Background: an optimization exercise with open tools, aiming at small area, a short achievable clock period and few clock cycles per item. Do not read the settings as production practice.
Where RTL was checked, it was by simulation tests only, not by an equivalence proof against the original.
Power figures rest on the tool's default switching activity, not on a simulated workload.

==> flow/design.v <==
`timescale 1ns / 1ps
module FP16_div(
    input [15:0]data_dividend,
    input [15:0]data_divisor,
    input input_valid,
    input clk,
    input rst,
    output [15:0]data_q,
    output reg output_update,
    output reg idle
    );
    reg found;               
    reg st;                  
    reg qr1, qr2;            
    reg s;                   
    reg rnd;                 
    reg [11:0] X;            
    reg [10:0] D;            
    reg [6:0] E;             
    reg [9:0] M;             
    wire busy = ~idle;
    wire load = input_valid & idle;
    wire [4:0] ea = data_dividend[14:10];
    wire [4:0] eb = data_divisor[14:10];
    wire ea_nz = |ea;
    wire eb_nz = |eb;
    wire [11:0] X_in = {1'b0, ea_nz, data_dividend[9:0]};
    wire [10:0] D_in = {eb_nz, data_divisor[9:0]};
    wire [6:0] E_in = {2'b00, ea} + {2'b00, ~eb} + {6'd0, ~ea_nz} + {6'd0, eb_nz} + 7'b1101111;    
    wire [11:0] nD = ~{1'b0, D};
    wire [11:0] X2 = {X[10:0], 1'b0};
    wire [11:0] A = X[11:0] + nD + 12'd1;                      
    wire [11:0] B = X2 + nD + 12'd1;                           
    wire [11:0] D2 = {D, 1'b0};
    wire [11:0] Dd = {1'b0, D};
    wire [11:0] X2c = {X[10:0], 1'b1};
    wire [11:0] cs_s = X2c ^ Dd ^ D2;
    wire [11:0] cs_c = (X2c & ~(Dd & D2)) | ~(Dd | D2);
    wire [11:0] C = cs_s + {cs_c[10:0], 1'b0} + 12'd1;         
    wire q1 = ~A[11];
    wire q2 = q1 ? ~C[11] : ~B[11];
    reg [10:0] P;            
    always @(*) begin
        case ({q1, q2})
            2'b00: P = {X[9:0], 1'b0};
            2'b01: P = B[10:0];
            2'b10: P = {A[9:0], 1'b0};
            default: P = C[10:0];
        endcase
    end
    wire Dz = ~|D;
    wire dn = ~D[10];
    wire signed [6:0] Es = E;
    wire e_ovf = Es >= 32;
    wire e31 = E == 7'd31;
    wire e_zero = Es <= -11;
    wire e_m10 = Es == -10;
    wire e_m9 = Es == -9;
    wire e_den = (Es >= -8) & (Es <= 1);
    wire e1 = E == 7'd1;
    wire e_m8 = Es == -8;
    wire e_m7 = Es == -7;
    wire [3:0] mk = 4'd2 - E[3:0];                    
    wire [10:0] marker = 11'd1 << mk;
    wire [6:0] Eadj = E + (dn ? 7'd1 : {6'b111111, qr2});
    reg f2;
    reg [6:0] E2;
    reg [10:0] M2;
    always @(*) begin
        f2 = 1'b1;
        E2 = E;
        M2 = {M[8:0], qr1, qr2};
        if (~found) begin
            if (e_den) begin
                E2 = {6'd0, e1 & qr1};
                M2 = marker | {9'd0, qr1, qr2};
            end else if (qr1) begin
                M2 = {9'd0, 1'b1, qr2};
            end else if (qr2) begin
                E2 = Eadj;
                M2 = 11'd1;
            end else begin
                E2 = Eadj;
                M2 = 11'd0;
                f2 = 1'b0;
            end
        end
    end
    wire ovf = Dz | (~dn & (st ? (~found & e31 & qr1) : e_ovf));
    wire zero = ~dn & ~st & e_zero;
    wire fin_b = ~dn & (st ? (found ? M[8] : e_m8) : e_m10);               
    wire fin_a = ~dn & (st ? (found ? (M[7] & ~M[8]) : e_m7) : e_m9);     
    wire done = ovf | zero | fin_a | fin_b;
    always @(posedge clk) begin
        if (rst) begin
            idle <= 1'b1;
            output_update <= 1'b0;
        end else if (load) begin
            idle <= 1'b0;
            output_update <= 1'b0;
        end else begin
            idle <= idle | done;
            output_update <= busy & done;
        end
    end
    always @(posedge clk) begin
        if (load) begin
            X <= X_in;
            D <= D_in;
            st <= 1'b0;
        end else if (dn) begin
            D <= {D[9:0], 1'b0};
        end else begin
            X <= {P, 1'b0};
            st <= 1'b1;
        end
        qr1 <= q1;
        qr2 <= q2;
        rnd <= (fin_b & q1) | (fin_a & q2);
    end
    always @(posedge clk) begin
        if (load) begin
            s <= data_dividend[15] ^ data_divisor[15];
            E <= E_in;
            found <= 1'b0;
        end else if (ovf) begin
            E <= 7'd30;
        end else if (dn) begin
            E <= Eadj;
        end else if (~st) begin
            if (zero | fin_a | fin_b) E <= 7'd0;
        end else begin
            E <= E2;
            found <= f2;
        end
    end
    always @(posedge clk) begin
        if (load)
            M <= 10'd0;
        else if (ovf)
            M <= 10'h3ff;
        else if (dn)
            M <= 10'd0;
        else if (~st)
            M <= {9'd0, fin_a & q1};
        else
            M <= fin_a ? {M2[8:0], q1} : M2[9:0];
    end
    wire [14:0] EM = {E[4:0], M};
    wire sat = EM == 15'h7bff;
    wire [14:0] V = EM + {14'd0, rnd & ~sat};
    wire rzero = ~|{EM, rnd};
    assign data_q = {s & ~rzero, V};
endmodule
clock: 5.0 ns
lec_check: 0
cap_margin: 20
core_margin: 2
core_utilization: 40
cts_buf_list: sky130_fd_sc_hd__clkbuf_4 sky130_fd_sc_hd__clkbuf_8
setup_slack_margin: 1.5
slew_margin: 20
standard.sh (not shown) runs the stock make flow with config.mk's settings and CLKGATE_MAP_FILE= SYNTH_SCRIPT=/design/flow/synth_recipe.tcl, a recipe that flattens the netlist after the stock synthesis.
==> flow/flow/run.sh <==
#!/bin/bash
# Standard layout, with the port buffers made from buf_2 cells.
set -euo pipefail
export BUFFER_PORTS_ARGS="-buffer_cell sky130_fd_sc_hd__buf_2"
bash standard.sh > standard.log 2>&1
The first run passed the timing, design-rule and antenna checks.
Testbench counts at the start, summed over its fixed seeds: cycles 51,570, items 8,000.
Then changed:
--- a/flow/design.v
+++ b/flow/design.v
@@ -25,9 +25,11 @@
     wire ea_nz = |ea;
     wire eb_nz = |eb;
     wire [11:0] X_in = {1'b0, ea_nz, data_dividend[9:0]};
     wire [10:0] D_in = {eb_nz, data_divisor[9:0]};
-    wire [6:0] E_in = {2'b00, ea} + {2'b00, ~eb} + {6'd0, ~ea_nz} + {6'd0, eb_nz} + 7'b1101111;    
+    wire [4:0] ex = {ea[4:1], ea[0] | ~ea_nz};
+    wire [4:0] ed = {eb[4:1], eb[0] | ~eb_nz};
+    wire [6:0] E_in = {2'b00, ex} + {2'b00, ~ed} + 7'b1110000;    
     wire [11:0] nD = ~{1'b0, D};
     wire [11:0] X2 = {X[10:0], 1'b0};
     wire [11:0] A = X[11:0] + nD + 12'd1;                      
     wire [11:0] B = X2 + nD + 12'd1;                           
@@ -38,17 +40,11 @@
     wire [11:0] cs_c = (X2c & ~(Dd & D2)) | ~(Dd | D2);
     wire [11:0] C = cs_s + {cs_c[10:0], 1'b0} + 12'd1;         
     wire q1 = ~A[11];
     wire q2 = q1 ? ~C[11] : ~B[11];
-    reg [10:0] P;            
-    always @(*) begin
-        case ({q1, q2})
-            2'b00: P = {X[9:0], 1'b0};
-            2'b01: P = B[10:0];
-            2'b10: P = {A[9:0], 1'b0};
-            default: P = C[10:0];
-        endcase
-    end
+    wire [10:0] P_hi = C[11] ? {A[9:0], 1'b0} : C[10:0];      
+    wire [10:0] P_lo = B[11] ? {X[9:0], 1'b0} : B[10:0];      
+    wire [10:0] P = q1 ? P_hi : P_lo;
     wire Dz = ~|D;
     wire dn = ~D[10];
     wire signed [6:0] Es = E;
     wire e_ovf = Es >= 32;
Result: Wire length falls by 0.71%; synthesized area goes down by 0.85%; power falls by 0.87%; hold slack degrades by 85 ps; die area decreases by 0.83%; sequential cell count does not change; cell area hardly moves; setup slack loses 5.5 ps; non-clock buffer count rises by 5.
Testbench counts after the change, summed over its fixed seeds: cycles 51,570, items 8,000.

========
## run 1
// FP16_div: RTL as listed in full above, without the edits since
clock: 5.0 ns
lec_check: 0
cap_margin: 20
core_margin: 2
core_utilization: 40
setup_slack_margin: 1.5
slew_margin: 20
Scripts as last shown in full above: flow/flow/run.sh
Testbench counts of run 1, summed over its fixed seeds: cycles 51,570, items 8,000.
> inputs changed (run 1 -> run 2)
diff --git a/flow/design.v b/flow/design.v
--- a/flow/design.v
+++ b/flow/design.v
@@ -123,27 +123,21 @@
             s <= data_dividend[15] ^ data_divisor[15];
             E <= E_in;
+            M <= 10'd0;
             found <= 1'b0;
         end else if (ovf) begin
             E <= 7'd30;
+            M <= 10'h3ff;
         end else if (dn) begin
             E <= Eadj;
         end else if (~st) begin
-            if (zero | fin_a | fin_b) E <= 7'd0;
+            if (zero | fin_a | fin_b) begin
+                E <= 7'd0;
+                M <= {9'd0, fin_a & q1};
+            end
         end else begin
             E <= E2;
             found <= f2;
+            M <= fin_a ? {M2[8:0], q1} : M2[9:0];
         end
-    end
-    always @(posedge clk) begin
-        if (load)
-            M <= 10'd0;
-        else if (ovf)
-            M <= 10'h3ff;
-        else if (dn)
-            M <= 10'd0;
-        else if (~st)
-            M <= {9'd0, fin_a & q1};
-        else
-            M <= fin_a ? {M2[8:0], q1} : M2[9:0];
     end
     wire [14:0] EM = {E[4:0], M};
==> comparison <==
Run 2 finished end to end and its layout was clean on timing, DRC and antenna. In run 2 the wire length of the first global-routing pass turned out about 9% higher than in run 1. Run 2 -> run 1: final sequential cell count delta 0, exact match. Taking run 1 as the reference, in run 2 total length of routed wires increased about 9%, proportion of power drawn by combinational gates -0.7 points, combinational power held. Run 2 leaves more setup margin than run 1.
Only the layout flow was run in run 2; the RTL was not checked for function there.

========
## alpha
// FP16_div: RTL as listed in full above, without the edits since
clock: 5.0 ns
lec_check: 0
cap_margin: 20
core_margin: 2
core_utilization: 40
setup_slack_margin: 1.75
slew_margin: 20
Scripts as last shown in full above: flow/flow/run.sh
Testbench counts of alpha, summed over its fixed seeds: cycles 51,570, items 8,000.
### alpha -> beta
==> flow/design.v, changed modules only <==
module FP16_div(
    input [15:0]data_dividend,
    input [15:0]data_divisor,
    input input_valid,
    input clk,
    input rst,
    output [15:0]data_q,
    output reg output_update,
    output reg idle
    );
    reg found;               
    reg st;                  
    reg qr1, qr2;            
    reg s;                   
    reg rnd;                 
    reg [11:0] X;            
    reg [10:0] D;            
    reg [6:0] E;             
    reg [9:0] M;             
    wire busy = ~idle;
    wire load = input_valid & idle;
    wire [4:0] ea = data_dividend[14:10];
    wire [4:0] eb = data_divisor[14:10];
    wire ea_nz = |ea;
    wire eb_nz = |eb;
    wire [11:0] X_in = {1'b0, ea_nz, data_dividend[9:0]};
    wire [10:0] D_in = {eb_nz, data_divisor[9:0]};
    wire [6:0] E_in = {2'b00, ea} + {2'b00, ~eb} + {6'd0, ~ea_nz} + {6'd0, eb_nz} + 7'b1101111;    
    wire [11:0] nD = ~{1'b0, D};
    wire [11:0] X2 = {X[10:0], 1'b0};
    wire [11:0] A = X[11:0] + nD + 12'd1;                      
    wire [11:0] B = X2 + nD + 12'd1;                           
    wire [11:0] D2 = {D, 1'b0};
    wire [11:0] Dd = {1'b0, D};
    wire [11:0] X2c = {X[10:0], 1'b1};
    wire [11:0] cs_s = X2c ^ Dd ^ D2;
    wire [11:0] cs_c = (X2c & ~(Dd & D2)) | ~(Dd | D2);
    wire [11:0] C = cs_s + {cs_c[10:0], 1'b0} + 12'd1;         
    wire q1 = ~A[11];
    wire q2 = q1 ? ~C[11] : ~B[11];
    reg [10:0] P;            
    always @(*) begin
        case ({q1, q2})
            2'b00: P = {X[9:0], 1'b0};
            2'b01: P = B[10:0];
            2'b10: P = {A[9:0], 1'b0};
            default: P = C[10:0];
        endcase
    end
    wire Dz = ~|D;
    wire dn = ~D[10];
    wire signed [6:0] Es = E;
    wire e_ovf = Es >= 32;
    wire e31 = E == 7'd31;
    wire e_zero = Es <= -11;
    wire e_m10 = Es == -10;
    wire e_m9 = Es == -9;
    wire e_den = (Es >= -8) & (Es <= 0);
    wire e1 = E == 7'd1;
    wire e2 = E == 7'd2;
    wire [3:0] mk = 4'd2 - E[3:0];                    
    wire [10:0] marker = 11'd1 << mk;
    wire [6:0] Eadj = E + (dn ? 7'd1 : {6'b111111, qr2});
    reg f2;
    reg [6:0] E2;
    reg [10:0] M2;
    always @(*) begin
        f2 = 1'b1;
        E2 = E;
        M2 = {M[8:0], qr1, qr2};
        if (~found) begin
            if (e_den) begin
                E2 = 7'd0;
                M2 = marker | {9'd0, qr1, qr2};
            end else if (e1) begin
                E2 = {6'd0, qr1};
                M2 = {9'd0, 1'b1, qr2};
            end else if (e2) begin
                E2 = qr1 ? 7'd2 : {6'd0, qr2};
                M2 = {9'd0, qr1, qr1 ? qr2 : 1'b1};
            end else if (qr1) begin
                M2 = {9'd0, 1'b1, qr2};
            end else if (qr2) begin
                E2 = Eadj;
                M2 = 11'd1;
            end else begin
                E2 = Eadj;
                M2 = 11'd0;
                f2 = 1'b0;
            end
        end
    end
    wire ovf = Dz | (~dn & (st ? (~found & e31 & qr1) : e_ovf));
    wire zero = ~dn & ~st & e_zero;
    wire fin_b = ~dn & (st ? M2[10] : e_m10);         
    wire fin_a = ~dn & (st ? (M2[9] & ~M2[10]) : e_m9);          
    wire done = ovf | zero | fin_a | fin_b;
    always @(posedge clk) begin
        if (rst) begin
            idle <= 1'b1;
            output_update <= 1'b0;
        end else if (load) begin
            idle <= 1'b0;
            output_update <= 1'b0;
        end else begin
            idle <= idle | done;
            output_update <= busy & done;
        end
    end
    always @(posedge clk) begin
        if (load) begin
            X <= X_in;
            D <= D_in;
            st <= 1'b0;
        end else if (dn) begin
            D <= {D[9:0], 1'b0};
        end else begin
            X <= {P, 1'b0};
            st <= 1'b1;
        end
        qr1 <= q1;
        qr2 <= q2;
        rnd <= (fin_b & q1) | (fin_a & q2);
    end
    always @(posedge clk) begin
        if (load) begin
            s <= data_dividend[15] ^ data_divisor[15];
            E <= E_in;
            M <= 10'd0;
            found <= 1'b0;
        end else if (ovf) begin
            E <= 7'd30;
            M <= 10'h3ff;
        end else if (dn) begin
            E <= Eadj;
        end else if (~st) begin
            if (zero | fin_a | fin_b) begin
                E <= 7'd0;
                M <= {9'd0, fin_a & q1};
            end
        end else begin
            E <= E2;
            found <= f2;
            M <= fin_a ? {M2[8:0], q1} : M2[9:0];
        end
    end
    wire [14:0] EM = {E[4:0], M};
    wire sat = EM == 15'h7bff;
    wire [14:0] V = EM + {14'd0, rnd & ~sat};
    wire rzero = ~|{EM, rnd};
    assign data_q = {s & ~rzero, V};
endmodule
Notes after the runs:
- For beta and alpha, there was not a single run that failed to finish clean.
- beta: adder-cell area share of the yosys netlist 0.83 points below alpha
- Row internal power summed over all cells: beta higher / alpha lower
- Power: beta > alpha
- | minimum clock period | higher: beta |
- Sort beta and alpha by fraction of power spent switching nets desc -> top: beta
- ~same fraction of cell area in non-clock buffers in beta and alpha
- Diff alpha -> beta | power density normalized to cell area | increase of about 3.3%
- beta ended up with a lower number of signal-net inverters in the final layout than alpha did.
- Placeable core region, beta vs alpha: up by a few percent
The RTL of beta was laid out without a check of its function.

## afterwards: timing with drivers on the ports
In the flow no input, the clock included, has a driving cell. The finished layouts below were timed again as built, in two steps. Step 1 (the two cells are an assumption about what drives the block):
set clk [get_ports {clk}]
set_driving_cell -lib_cell sky130_fd_sc_hd__clkbuf_16 $clk
set_driving_cell -lib_cell sky130_fd_sc_hd__buf_2 [delete_from_list [all_inputs] $clk]
Step 2 adds t to the input delays and takes it off the output delays; t is the mean of the earliest and latest rising clock arrival at the registers after step 1. Input paths then give back, and output paths get back, about the clock's delay inside the block. Slacks: ideal ports / drivers / drivers and shift; pairs: ideal ports / drivers.
run	shift t [ns]	slack for setup (ns)	worst hold slack (ns)	worst slew at a driven data input, ns	cell pins on the clock port's net
the first run of note 1	0.339	1.638 / 1.618 / 1.529	0.583 / 0.583 / 0.583	0.03	1
the second run of note 1	0.335	1.633 / 1.601 / 1.491	0.498 / 0.498 / 0.498	0.03	1
run 1	0.327	1.604 / 1.564 / 1.524	0.566 / 0.566 / 0.566	0.03	1
run 2	0.335	1.643 / 1.643 / 1.601	0.531 / 0.531 / 0.531	0.04	1
alpha	0.325	1.770 / 1.753 / 1.628	0.582 / 0.582 / 0.582	0.04	1
beta	0.339	1.752 / 1.727 / 1.576	0.506 / 0.506 / 0.506	0.03	1
After both steps setup and hold are still met in every run listed. For beta, which loses most, drivers alone change the setup slack by -0.025 ns; drivers and shift together by -0.176 ns.
